Background: an optimization exercise with open tools, aiming at a short achievable clock period and few clock cycles. Do not read the settings as production practice.
For this run, only the layout was checked, not whether the RTL still works.
No activity file was given, so power comes from the tool's default toggle rates.

`flow/design.v`:
```
module RiscV_pipeline (
    input  wire        clk,
    input  wire        rst_n,
    output wire [31:0] imem_addr,
    input  wire [31:0] imem_rdata,
    output wire [31:0] dmem_addr,
    output wire        dmem_we,
    output wire [3:0]  dmem_wstrb,
    output wire [31:0] dmem_wdata,
    input  wire [31:0] dmem_rdata
);
    parameter LDFWD    = 2;
    parameter BTB_BITS = 5;
    parameter TAG_BITS = 8;
    parameter RAS_BITS = 4;
    localparam NBTB = 1 << BTB_BITS;
    localparam NRAS = 1 << RAS_BITS;
    reg  [31:0] pc_f;
    reg         v_d;
    reg  [31:0] ir_d, pc_d, ptgt_d;
    reg         pt_d, hit_d;
    reg  [1:0]  ctr_d;
    reg         v_e;
    reg  [31:0] a_e, b_e, s_e, pc_e, pc4_e, tgt_e, cres_e, jd0_e, jd1_e;
    reg  [3:0]  sa_e, sb_e, ss_e;           
    reg  [4:0]  rd_e;
    reg         we_e, ld_e, st_e, br_e, jal_e, jalr_e, sub_e, pt_e, mst_e;
    reg  [2:0]  f3_e;
    reg  [9:0]  rsel_e;                     
    reg         hit_e, ret_e;
    reg  [1:0]  ctr_e;
    reg  [31:0] res_m, addr_m, wdata_m;
    reg  [3:0]  wstrb_m;
    reg         st_m, ld_m, we_m;
    reg  [4:0]  rd_m;
    reg  [2:0]  f3_m;
    reg  [31:0] res_w;
    reg         we_w;
    reg  [4:0]  rd_w;
    reg         bu_v, bu_inv, bu_alloc, bu_taken, bu_unc, bu_ret;
    reg  [31:0] bu_pc, bu_tgt;
    reg  [1:0]  bu_ctr;
    wire        mis_e;
    wire [31:0] redir_pc;
    wire        stall;
    reg                 btb_v   [0:NBTB-1];
    reg  [TAG_BITS-1:0] btb_tag [0:NBTB-1];
    reg  [31:0]         btb_tgt [0:NBTB-1];
    reg  [1:0]          btb_ctr [0:NBTB-1];
    reg                 btb_ret [0:NBTB-1];
    reg  [31:0]         ras     [0:NRAS-1];
    reg  [RAS_BITS-1:0] ras_sp;
    wire [BTB_BITS-1:0] bidx_f = pc_f[BTB_BITS+1:2];
    wire [TAG_BITS-1:0] btag_f = pc_f[BTB_BITS+TAG_BITS+1:BTB_BITS+2];
    wire                hit_f  = btb_v[bidx_f] && (btb_tag[bidx_f] == btag_f);
    wire [1:0]          ctr_f  = btb_ctr[bidx_f];
    wire                pt_f   = hit_f && ctr_f[1];
    wire [31:0]         ptgt_f = btb_ret[bidx_f] ? ras[ras_sp] : btb_tgt[bidx_f];
    wire [31:0]         pc4_f  = pc_f + 32'd4;
    assign imem_addr = pc_f;
    always @(posedge clk or negedge rst_n) begin
        if (!rst_n)
            pc_f <= 32'd0;
        else if (mis_e)
            pc_f <= redir_pc;
        else if (!stall)
            pc_f <= pt_f ? ptgt_f : pc4_f;
    end
    always @(posedge clk or negedge rst_n) begin
        if (!rst_n)
            v_d <= 1'b0;
        else if (mis_e)
            v_d <= 1'b0;
        else if (!stall)
            v_d <= 1'b1;
    end
    always @(posedge clk) begin
        if (!stall) begin
            ir_d   <= imem_rdata;
            pc_d   <= pc_f;
            pt_d   <= pt_f;
            ptgt_d <= ptgt_f;
            hit_d  <= hit_f;
            ctr_d  <= ctr_f;
        end
    end
    integer i;
    wire [BTB_BITS-1:0] bidx_u = bu_pc[BTB_BITS+1:2];
    always @(posedge clk or negedge rst_n) begin
        if (!rst_n) begin
            for (i = 0; i < NBTB; i = i + 1)
                btb_v[i] <= 1'b0;
        end else if (bu_v) begin
            if (bu_inv)
                btb_v[bidx_u] <= 1'b0;
            else if (bu_alloc)
                btb_v[bidx_u] <= 1'b1;
        end
    end
    always @(posedge clk) begin
        if (bu_v && !bu_inv) begin
            if (bu_alloc) begin
                btb_tag[bidx_u] <= bu_pc[BTB_BITS+TAG_BITS+1:BTB_BITS+2];
                btb_ret[bidx_u] <= bu_ret;
                btb_tgt[bidx_u] <= bu_tgt;
                btb_ctr[bidx_u] <= bu_unc ? 2'b11 : 2'b10;
            end else begin
                if (bu_taken)
                    btb_tgt[bidx_u] <= bu_tgt;
                btb_ctr[bidx_u] <= bu_unc ? 2'b11 :
                                   bu_taken ? ((bu_ctr == 2'b11) ? 2'b11 : bu_ctr + 2'b01)
                                            : ((bu_ctr == 2'b00) ? 2'b00 : bu_ctr - 2'b01);
            end
        end
    end
    wire [6:0] op_d  = ir_d[6:0];
    wire [4:0] rd_d  = ir_d[11:7];
    wire [2:0] f3_d  = ir_d[14:12];
    wire [4:0] rs1_d = ir_d[19:15];
    wire [4:0] rs2_d = ir_d[24:20];
    wire       f7_d  = ir_d[30];
    wire i_lui   = (op_d == 7'b0110111);
    wire i_auipc = (op_d == 7'b0010111);
    wire i_jal   = (op_d == 7'b1101111);
    wire i_jalr  = (op_d == 7'b1100111);
    wire i_br    = (op_d == 7'b1100011);
    wire i_ld    = (op_d == 7'b0000011);
    wire i_st    = (op_d == 7'b0100011);
    wire i_opi   = (op_d == 7'b0010011);
    wire i_op    = (op_d == 7'b0110011);
    wire i_alu   = i_opi | i_op;
    wire [31:0] imm_i = {{20{ir_d[31]}}, ir_d[31:20]};
    wire [31:0] imm_s = {{20{ir_d[31]}}, ir_d[31:25], ir_d[11:7]};
    wire [31:0] imm_b = {{19{ir_d[31]}}, ir_d[31], ir_d[7], ir_d[30:25], ir_d[11:8], 1'b0};
    wire [31:0] imm_u = {ir_d[31:12], 12'h000};
    wire [31:0] imm_j = {{11{ir_d[31]}}, ir_d[31], ir_d[19:12], ir_d[20], ir_d[30:21], 1'b0};
    wire        use_imm = ~(i_op | i_br);
    wire [31:0] imm_d   = i_st ? imm_s : imm_i;
    wire [31:0] tgt_d   = pc_d + (i_jal ? imm_j : i_auipc ? imm_u : imm_b);
    wire [31:0] pc4_d   = pc_d + 32'd4;
    wire [31:0] cres_d  = i_lui ? imm_u : i_auipc ? tgt_d : pc4_d;
    wire        tok_d   = (ptgt_d == tgt_d);
    wire [31:0] jd0_d   = ptgt_d - imm_i;
    wire [31:0] jd1_d   = ptgt_d - imm_i + 32'd1;
    wire        wr_d    = (rd_d != 5'd0) & (i_lui | i_auipc | i_jal | i_jalr | i_ld | i_alu);
    wire        u1_d    = ~(i_lui | i_auipc | i_jal);
    wire        u2_d    = i_op | i_br | i_st;
    reg  [31:0] rf [1:31];
    wire [31:0] rf1 = (rs1_d == 5'd0) ? 32'd0 : (we_w && rd_w == rs1_d) ? res_w : rf[rs1_d];
    wire [31:0] rf2 = (rs2_d == 5'd0) ? 32'd0 : (we_w && rd_w == rs2_d) ? res_w : rf[rs2_d];
    always @(posedge clk or negedge rst_n) begin
        if (!rst_n) begin
            for (i = 1; i < 32; i = i + 1)
                rf[i] <= 32'd0;
        end else if (we_w)
            rf[rd_w] <= res_w;
    end
    wire m1 = v_e & we_e & (rd_e == rs1_d);
    wire m2 = v_e & we_e & (rd_e == rs2_d);
    wire w1 = we_m & (rd_m == rs1_d);
    wire w2 = we_m & (rd_m == rs2_d);
    wire [3:0] sel1 = m1 ? (ld_e ? 4'b1000 : 4'b0010) : w1 ? 4'b0100 : 4'b0001;
    wire [3:0] sel2 = m2 ? (ld_e ? 4'b1000 : 4'b0010) : w2 ? 4'b0100 : 4'b0001;
    wire       ldok = (LDFWD != 0);
    wire hz1 = m1 & ld_e & u1_d;
    wire hz2 = m2 & ld_e & u2_d & ~i_st;      
    generate
        if (LDFWD == 0)
            assign stall = v_d & (hz1 | hz2);
        else if (LDFWD == 1)
            assign stall = v_d & (hz1 | hz2) & (i_br | i_jalr);
        else
            assign stall = 1'b0;
    endgenerate
    wire mst_d = (pt_d & ~(i_br | i_jal | i_jalr)) |
                 (i_br & pt_d & ~tok_d) |
                 (i_jal & ~(pt_d & tok_d)) |
                 (i_jalr & ~pt_d);
    wire [9:0] rsel_d;
    assign rsel_d[0] = (i_alu & f3_d == 3'd0) | i_ld | i_st;
    assign rsel_d[1] = i_alu & f3_d == 3'd1;
    assign rsel_d[2] = i_alu & f3_d == 3'd2;
    assign rsel_d[3] = i_alu & f3_d == 3'd3;
    assign rsel_d[4] = i_alu & f3_d == 3'd4;
    assign rsel_d[5] = i_alu & f3_d == 3'd5 & ~f7_d;
    assign rsel_d[6] = i_alu & f3_d == 3'd5 & f7_d;
    assign rsel_d[7] = i_alu & f3_d == 3'd6;
    assign rsel_d[8] = i_alu & f3_d == 3'd7;
    assign rsel_d[9] = i_lui | i_auipc | i_jal | i_jalr;
    wire go_e = v_d & ~stall & ~mis_e;
    always @(posedge clk or negedge rst_n) begin
        if (!rst_n)
            v_e <= 1'b0;
        else
            v_e <= go_e;
    end
    always @(posedge clk) begin
        a_e    <= rf1;
        b_e    <= use_imm ? imm_d : rf2;
        s_e    <= rf2;
        sa_e   <= {sel1[3] & ldok, sel1[2:0]};
        sb_e   <= use_imm ? 4'b0001 : {sel2[3] & ldok, sel2[2:0]};
        ss_e   <= sel2;
        pc_e   <= pc_d;
        pc4_e  <= pc4_d;
        tgt_e  <= tgt_d;
        cres_e <= cres_d;
        jd0_e  <= jd0_d;
        jd1_e  <= jd1_d;
        rd_e   <= rd_d;
        we_e   <= wr_d;
        ld_e   <= i_ld;
        st_e   <= i_st;
        br_e   <= i_br;
        jal_e  <= i_jal;
        jalr_e <= i_jalr;
        sub_e  <= i_op & (f3_d == 3'd0) & f7_d;
        f3_e   <= f3_d;
        rsel_e <= rsel_d;
        pt_e   <= pt_d;
        mst_e  <= mst_d;
        hit_e  <= hit_d;
        ctr_e  <= ctr_d;
        ret_e  <= i_jalr & (rd_d == 5'd0) & (rs1_d == 5'd1);
    end
    wire call_d = (i_jal | i_jalr) & (rd_d == 5'd1);
    wire ret_d  = i_jalr & (rd_d == 5'd0) & (rs1_d == 5'd1);
    wire [RAS_BITS-1:0] sp_up = ras_sp + 1'b1;
    always @(posedge clk or negedge rst_n) begin
        if (!rst_n) begin
            for (i = 0; i < NRAS; i = i + 1)
                ras[i] <= 32'd0;
        end else if (v_d & ~stall & call_d)
            ras[sp_up] <= pc4_d;
    end
    always @(posedge clk or negedge rst_n) begin
        if (!rst_n)
            ras_sp <= {RAS_BITS{1'b0}};
        else if (go_e) begin
            if (call_d)
                ras_sp <= sp_up;
            else if (ret_d)
                ras_sp <= ras_sp - 1'b1;
        end
    end
    wire [31:0] ldata;      
    wire [31:0] A = ({32{sa_e[0]}} & a_e) | ({32{sa_e[1]}} & res_m) |
                    ({32{sa_e[2]}} & res_w) | ({32{sa_e[3]}} & ldata);
    wire [31:0] B = ({32{sb_e[0]}} & b_e) | ({32{sb_e[1]}} & res_m) |
                    ({32{sb_e[2]}} & res_w) | ({32{sb_e[3]}} & ldata);
    wire [31:0] S = ({32{ss_e[0]}} & s_e) | ({32{ss_e[1]}} & res_m) |
                    ({32{ss_e[2]}} & res_w) | ({32{ss_e[3]}} & ldata);
    wire [31:0] Ac, Bc;
    generate
        if (LDFWD == 2) begin : g_cf
            assign Ac = A;
            assign Bc = B;
        end else begin : g_cs
            assign Ac = ({32{sa_e[0]}} & a_e) | ({32{sa_e[1]}} & res_m) |
                        ({32{sa_e[2]}} & res_w);
            assign Bc = ({32{sb_e[0]}} & b_e) | ({32{sb_e[1]}} & res_m) |
                        ({32{sb_e[2]}} & res_w);
        end
    endgenerate
    wire [31:0] sum  = A + (B ^ {32{sub_e}}) + {31'd0, sub_e};
    wire [31:0] jsum = Ac + b_e;
    wire        eq   = (Ac == Bc);
    wire        lt   = ($signed(Ac) < $signed(Bc));
    wire        ltu  = (Ac < Bc);
    wire        slt  = ($signed(A) < $signed(B));
    wire        sltu = (A < B);
    wire [31:0] r_sll = A << B[4:0];
    wire [31:0] r_srl = A >> B[4:0];
    wire [31:0] r_sra = $signed(A) >>> B[4:0];
    wire [31:0] res_e = ({32{rsel_e[0]}} & sum) |
                        ({32{rsel_e[1]}} & r_sll) |
                        ({32{rsel_e[2]}} & {31'd0, slt}) |
                        ({32{rsel_e[3]}} & {31'd0, sltu}) |
                        ({32{rsel_e[4]}} & (A ^ B)) |
                        ({32{rsel_e[5]}} & r_srl) |
                        ({32{rsel_e[6]}} & r_sra) |
                        ({32{rsel_e[7]}} & (A | B)) |
                        ({32{rsel_e[8]}} & (A & B)) |
                        ({32{rsel_e[9]}} & cres_e);
    wire cmp   = f3_e[2] ? (f3_e[1] ? ltu : lt) : eq;
    wire taken = cmp ^ f3_e[0];
    wire jok   = (Ac == jd0_e) | (Ac == jd1_e);
    assign mis_e = v_e & (mst_e | (br_e & (taken ^ pt_e)) | (jalr_e & ~jok));
    assign redir_pc = jalr_e ? {jsum[31:1], 1'b0} :
                      (jal_e | (br_e & taken)) ? tgt_e : pc4_e;
    wire [3:0]  wstrb_e = (f3_e[1:0] == 2'b00) ? (4'b0001 << sum[1:0]) :
                          (f3_e[1:0] == 2'b01) ? (sum[1] ? 4'b1100 : 4'b0011) : 4'b1111;
    wire [31:0] wdata_e = (f3_e[1:0] == 2'b00) ? {4{S[7:0]}} :
                          (f3_e[1:0] == 2'b01) ? {2{S[15:0]}} : S;
    always @(posedge clk or negedge rst_n) begin
        if (!rst_n) begin
            st_m <= 1'b0;
            ld_m <= 1'b0;
            we_m <= 1'b0;
            bu_v <= 1'b0;
        end else begin
            st_m <= v_e & st_e;
            ld_m <= v_e & ld_e;
            we_m <= v_e & we_e;
            bu_v <= v_e & (br_e | jal_e | jalr_e | (hit_e & ~(br_e | jal_e | jalr_e)));
        end
    end
    always @(posedge clk) begin
        res_m    <= res_e;
        addr_m   <= sum;
        wdata_m  <= wdata_e;
        wstrb_m  <= wstrb_e;
        rd_m     <= rd_e;
        f3_m     <= f3_e;
        bu_pc    <= pc_e;
        bu_tgt   <= jalr_e ? {jsum[31:1], 1'b0} : tgt_e;
        bu_inv   <= hit_e & ~(br_e | jal_e | jalr_e);
        bu_taken <= jal_e | jalr_e | (br_e & taken);
        bu_alloc <= ~hit_e & (jal_e | jalr_e | (br_e & taken));
        bu_unc   <= jal_e | jalr_e;
        bu_ret   <= ret_e;
        bu_ctr   <= ctr_e;
    end
    assign dmem_addr  = addr_m;
    assign dmem_we    = st_m;
    assign dmem_wstrb = wstrb_m;
    assign dmem_wdata = wdata_m;
    wire [31:0] sh  = dmem_rdata >> {addr_m[1:0], 3'b000};
    assign ldata = (f3_m[1:0] == 2'b00) ? {{24{sh[7]  & ~f3_m[2]}}, sh[7:0]} :
                   (f3_m[1:0] == 2'b01) ? {{16{sh[15] & ~f3_m[2]}}, sh[15:0]} :
                                          dmem_rdata;
    always @(posedge clk or negedge rst_n) begin
        if (!rst_n)
            we_w <= 1'b0;
        else
            we_w <= we_m;
    end
    always @(posedge clk) begin
        res_w <= ld_m ? ldata : res_m;
        rd_w  <= rd_m;
    end
endmodule
```
`flow/run.sh`:
```
#!/bin/bash
# synth_recipe.tcl (not shown) runs the flow's synth.tcl, then flattens the netlist and writes it again
# the make line also repeats each setting of config.mk as NAME=value (left out here)
make -C /OpenROAD-flow-scripts/flow DESIGN_CONFIG=/design/flow/config.mk WORK_HOME=/design/flow/orfs CLKGATE_MAP_FILE= SYNTH_SCRIPT=/design/flow/synth_recipe.tcl finish
```
`flow/config.mk`:
```
export PLATFORM = sky130hd
export DESIGN_NAME = RiscV_pipeline
export DESIGN_NICKNAME = RiscV_pipeline
export VERILOG_FILES = /design/flow/design.v
export SDC_FILE = /design/flow/constraint.sdc
export NUM_CORES = 4
export LEC_CHECK = 0
export CAP_MARGIN = 20
export CORE_MARGIN = 2
export CORE_UTILIZATION = 30
export PLACE_DENSITY = 0.45
export SLEW_MARGIN = 20
```
`flow/constraint.sdc`:
```
create_clock -name core_clock -period 8.5 [get_ports {clk}]
set_input_delay 1.7000 -clock core_clock [delete_from_list [all_inputs] [get_ports {clk}]]
set_output_delay 1.7000 -clock core_clock [all_outputs]
set_load 0.01 [all_outputs]
```
==> flow_metrics.env <==
export IMPL_path_clk_slew_ns=0.06
export IMPL_syn_inst=12743
export IMPL_synth_edff_count=1376
export IMPL_peakVddDrop_v=0.000192
export IMPL_clockRootBuffer="clkbuf_16"
export IMPL_die_x_um=738
export IMPL_fin_crit_sh_pct=90.2
export IMPL_seqPwrFrac_pct=43.0
export IMPL_seq_area_mm2=0.0931
export IMPL_first_global_vias=114770
export IMPL_gr_usage_met1_pct=35.8
export IMPL_crit_required_ns=9.36
export IMPL_min_period_ns=7.67
export IMPL_antenna_found_initial=49
export IMPL_synthFlopType="dfrtp_1"
export IMPL_crit_family="compound AO/OA/AOI/OAI gates"
export IMPL_crit_buf_inv=4
export IMPL_hold_viol_final=0
export IMPL_mostFrequentLayoutCell="dfrtp_1"
export IMPL_routed_via_density=5.88
export IMPL_layout_common_cells="dfrtp_1 (1573), edfxtp_1 (1376), mux2_2 (1136)"
export IMPL_worst_r2r_setup_slack_ns=0.83
export IMPL_worstSetupStartpoint="addr_m[0]"
export IMPL_hp_class="reg2reg"
export IMPL_wl_um=718000
export IMPL_swShare_pct=31.6
export IMPL_leakage_uw=0.0748
export IMPL_status="no timing/DRC/antenna violations"
export IMPL_critPathKind="reg2reg"
export IMPL_num_rows=269
export IMPL_cts_hold_buf=0
export IMPL_holdWs_ns=0.307
export IMPL_cts_path_max_buffers=4
export IMPL_slowest_delay_ns=0.89
export IMPL_drv_cap=0
export IMPL_drt_pre_antenna_iters=14
export IMPL_r2r_start="addr_m[0]"
export IMPL_fin_cells=20310
export IMPL_busiest_layer="met2"
export IMPL_synth_area_leader_cell="edfxtp_1"
export IMPL_clock_power_share_pct=36.9
export IMPL_area_growth_pct=16.0
export IMPL_start_kind="flop"
export IMPL_slew_headroom_pct=9.32
export IMPL_drive_gt1_share_pct=22.6
export IMPL_top_level_ports=167
export IMPL_htreeDepth=5
export IMPL_yosys_warnings=4
export IMPL_finalWeightedCongestion=0.967
export IMPL_crit_chain="buf_4 -> nor2b_1 -> a221oi_1 -> buf_4 -> a21boi_1 -> inv_1 -> ha_1 -> nand3_1 -> a311oi_1 -> o31ai_1 -> a2111oi_0 -> buf_4 -> o2111a_1 -> o21ai_0 -> o21ai_0 -> a31oi_1 -> xor2_1 -> mux2i_1 -> mux2_2"
export IMPL_drtAntennaViolNets=0
export IMPL_async_flop_share_pct=44.3
export IMPL_port_buffer_count=166
export IMPL_cts_setup_buffers=0
export IMPL_syn_cell_area_mm2=0.162
export IMPL_synth_area_leaders="edfxtp_1 (26%), dfrtp_1 (24%), mux2_2 (7.9%), dfxtp_1 (7.5%), mux4_2 (6.0%)"
export IMPL_ctsResizeCount=0
export IMPL_drc=0
export IMPL_p_per_area_mw_per_mm2=262
export IMPL_nNetsFinal=13060
export IMPL_worst_slew_pin_slew_ns=1.35
export IMPL_die_y_um=738
export IMPL_overflow=0
export IMPL_numCtsBuffers=402
export IMPL_p_switching_uw=15500
export IMPL_ys_seq_elements=3563
export IMPL_intPower_uw=33500
export IMPL_core_mm2=0.536
export IMPL_wl_per_cell_um=35.4
export IMPL_ys_seq_area_share_pct=57.6
export IMPL_cp_max_fo=19
export IMPL_syn_area_per_cell_um2=12.7
export IMPL_syn_nets=13045
export IMPL_via_count=119433
export IMPL_grt_usage_pct=25.6
export IMPL_critical_path_top_cell_by_count="buf_4"
export IMPL_worstHoldStart="ctr_d[0]"
export IMPL_critPathSlowestCell="dfxtp_1"
export IMPL_setup_tns_ns=0
export IMPL_synth_top_area_share_pct=25.6
export IMPL_end_kind="flop"
export IMPL_slew_viol_final=0
export IMPL_rsz0062_at_grt="false"
export IMPL_grt_pass1_wl_um=982000
export IMPL_placed_cells=19532
export IMPL_worstPathArrival_ns=8.52
export IMPL_fillers=52693
export IMPL_start_util_pct=30.1
export IMPL_synthDistinctLibCells=97
export IMPL_dp_final_hpwl_um=452000
export IMPL_dieArea_mm2=0.544
export IMPL_clock_latency_ns=1.06
export IMPL_multi_input_area_mm2=0.0653
export IMPL_power_uw=49100
export IMPL_max_freq_mhz=130
export IMPL_grt_max_degree=165
export IMPL_grtUsageMet3_pct=5.45
export IMPL_grtUsageMet2_pct=37.8
export IMPL_clock_sinks=3563
export IMPL_combPwrFrac_pct=20.1
export IMPL_setup_viol=0
export IMPL_drt_iter0_drc=17404
export IMPL_cts_tree="yes"
export IMPL_clock_skew_ns=0.160
==> cell families after synthesis <==
| group | synth area share (%) |
|---|---|
| mux | 14.9 |
| fa+ha+maj | 1.86 |
| xor+xnor | 1.90 |
| simple gates | 7.03 |
| buf+inv | 2.97 |
| compound gates | 13.8 |
| flops | 57.6 |
==> cell usage after synthesis, types with 12 or more instances <==
cell type / instances
nor3_1: 123
a2111oi_0: 12
a31oi_1: 77
or4_1: 14
mux2i_1: 159
nand4_1: 200
nor2b_1: 34
nand3_1: 265
dfxtp_1: 608
and3_1: 83
a222oi_1: 187
a21boi_0: 32
ha_1: 232
o31ai_1: 24
dfrtp_1: 1579
o21a_1: 32
o22ai_1: 20
or2_2: 18
a21o_1: 121
a211o_1: 20
nand2b_1: 56
clkbuf_1: 767
xor2_1: 126
a22o_1: 183
a22oi_1: 722
a221o_1: 20
or3_1: 30
xnor2_1: 213
nor4_1: 82
edfxtp_1: 1376
buf_2: 56
a211oi_1: 100
inv_1: 222
nor2_1: 876
nand2_1: 524
a221oi_1: 251
buf_1: 181
a21oi_1: 838
mux2_2: 1136
mux4_2: 430
o21ai_0: 349
and2_1: 69
nand3b_1: 13
o211ai_1: 61
==> metrics by stage <==
| stage | util [%] | area, µm² | setup WS [ns] |
|---|---|---|---|
| 2_1_floorplan | - | 162000 | 1.83 |
| 3_3_place_gp | 32.3 | 173000 | 0.380 |
| 3_5_place_dp | 32.3 | 174000 | 0.350 |
| 4_1_cts | 34.9 | 187000 | 1.20 |
| 5_1_grt | 34.9 | 187000 | 0.639 |
| 6_report | 34.9 | 187000 | 0.833 |
==> power groups by stage <==
stage	logic, µW	clock network (µW)	registers, µW
floorplan	5750	0	20500
global placement	9770	0	21500
detailed placement	9790	0	21400
CTS	9820	18400	21100
global route	10400	19000	21200
finish	9870	18100	21100
==> sequential cells by signal, indices dropped and copies added (netlist names), 64 cells and up <==
signal and count:
btb_tgt 1024, btb_ctr 64, btb_tag 256, rf 992, ras 512
==> final cells by class <==
class | instances | share of cell area [%]
multi-input combinational | 7935 | 34.9
clock inverter | 199 | 1.31
antenna | 35 | 0.0468
sequential | 3563 | 49.7
tap | 7181 | 4.80
clock buffer | 541 | 5.95
timing repair buffer | 626 | 2.91
inverter | 230 | 0.462
==> worst paths after layout <==
kind / to / cells after the start
hold / removal: ctr_e[0] / 0
min in group asynchronous: rf[28][25] / 1
setup / recovery: pc_f[29] / 19
hold reg to reg: ctr_e[0] / 0
setup reg to reg: pc_f[29] / 19
max in group asynchronous: rf[10][8] / 3
==> metal layers <==
metal  up-vias  wire length, µm
met2      6527           306000
met5         -               85
met1     62283           309000
li1      48953                -
met4        12            39900
met3      1658            62900

-- afterwards: timing with drivers on the ports --
Ports are ideal in the flow. The routed layout listed here was re-timed in OpenROAD. Step 1 sets driving cells, clkbuf_16 on the clock port and buf_2 on the other inputs (assumed; they add their load-dependent delay and slew). Step 2 adds t to the input delays and takes it off the output delays; t is the mean of the earliest and latest rising clock arrival at the registers after step 1. Input paths then give back, and output paths get back, about the clock's delay inside the block. a / b / c = ideal / step 1 / step 2; a / b = the first two.
t, ns: 1.122
setup WS [ns]: 0.833 / 0.833 / -0.049
latest minus earliest clock arrival (ns): 0.174 / 0.174
worst register clock-pin slew, ns: 0.07 / 0.07
worst slew at a driven data input, ns: 0.10
Met with ideal ports but missed after step 2: setup timing in this run. The setup slack of this run moves by 0.000 ns with the drivers and by -0.882 ns with both steps.
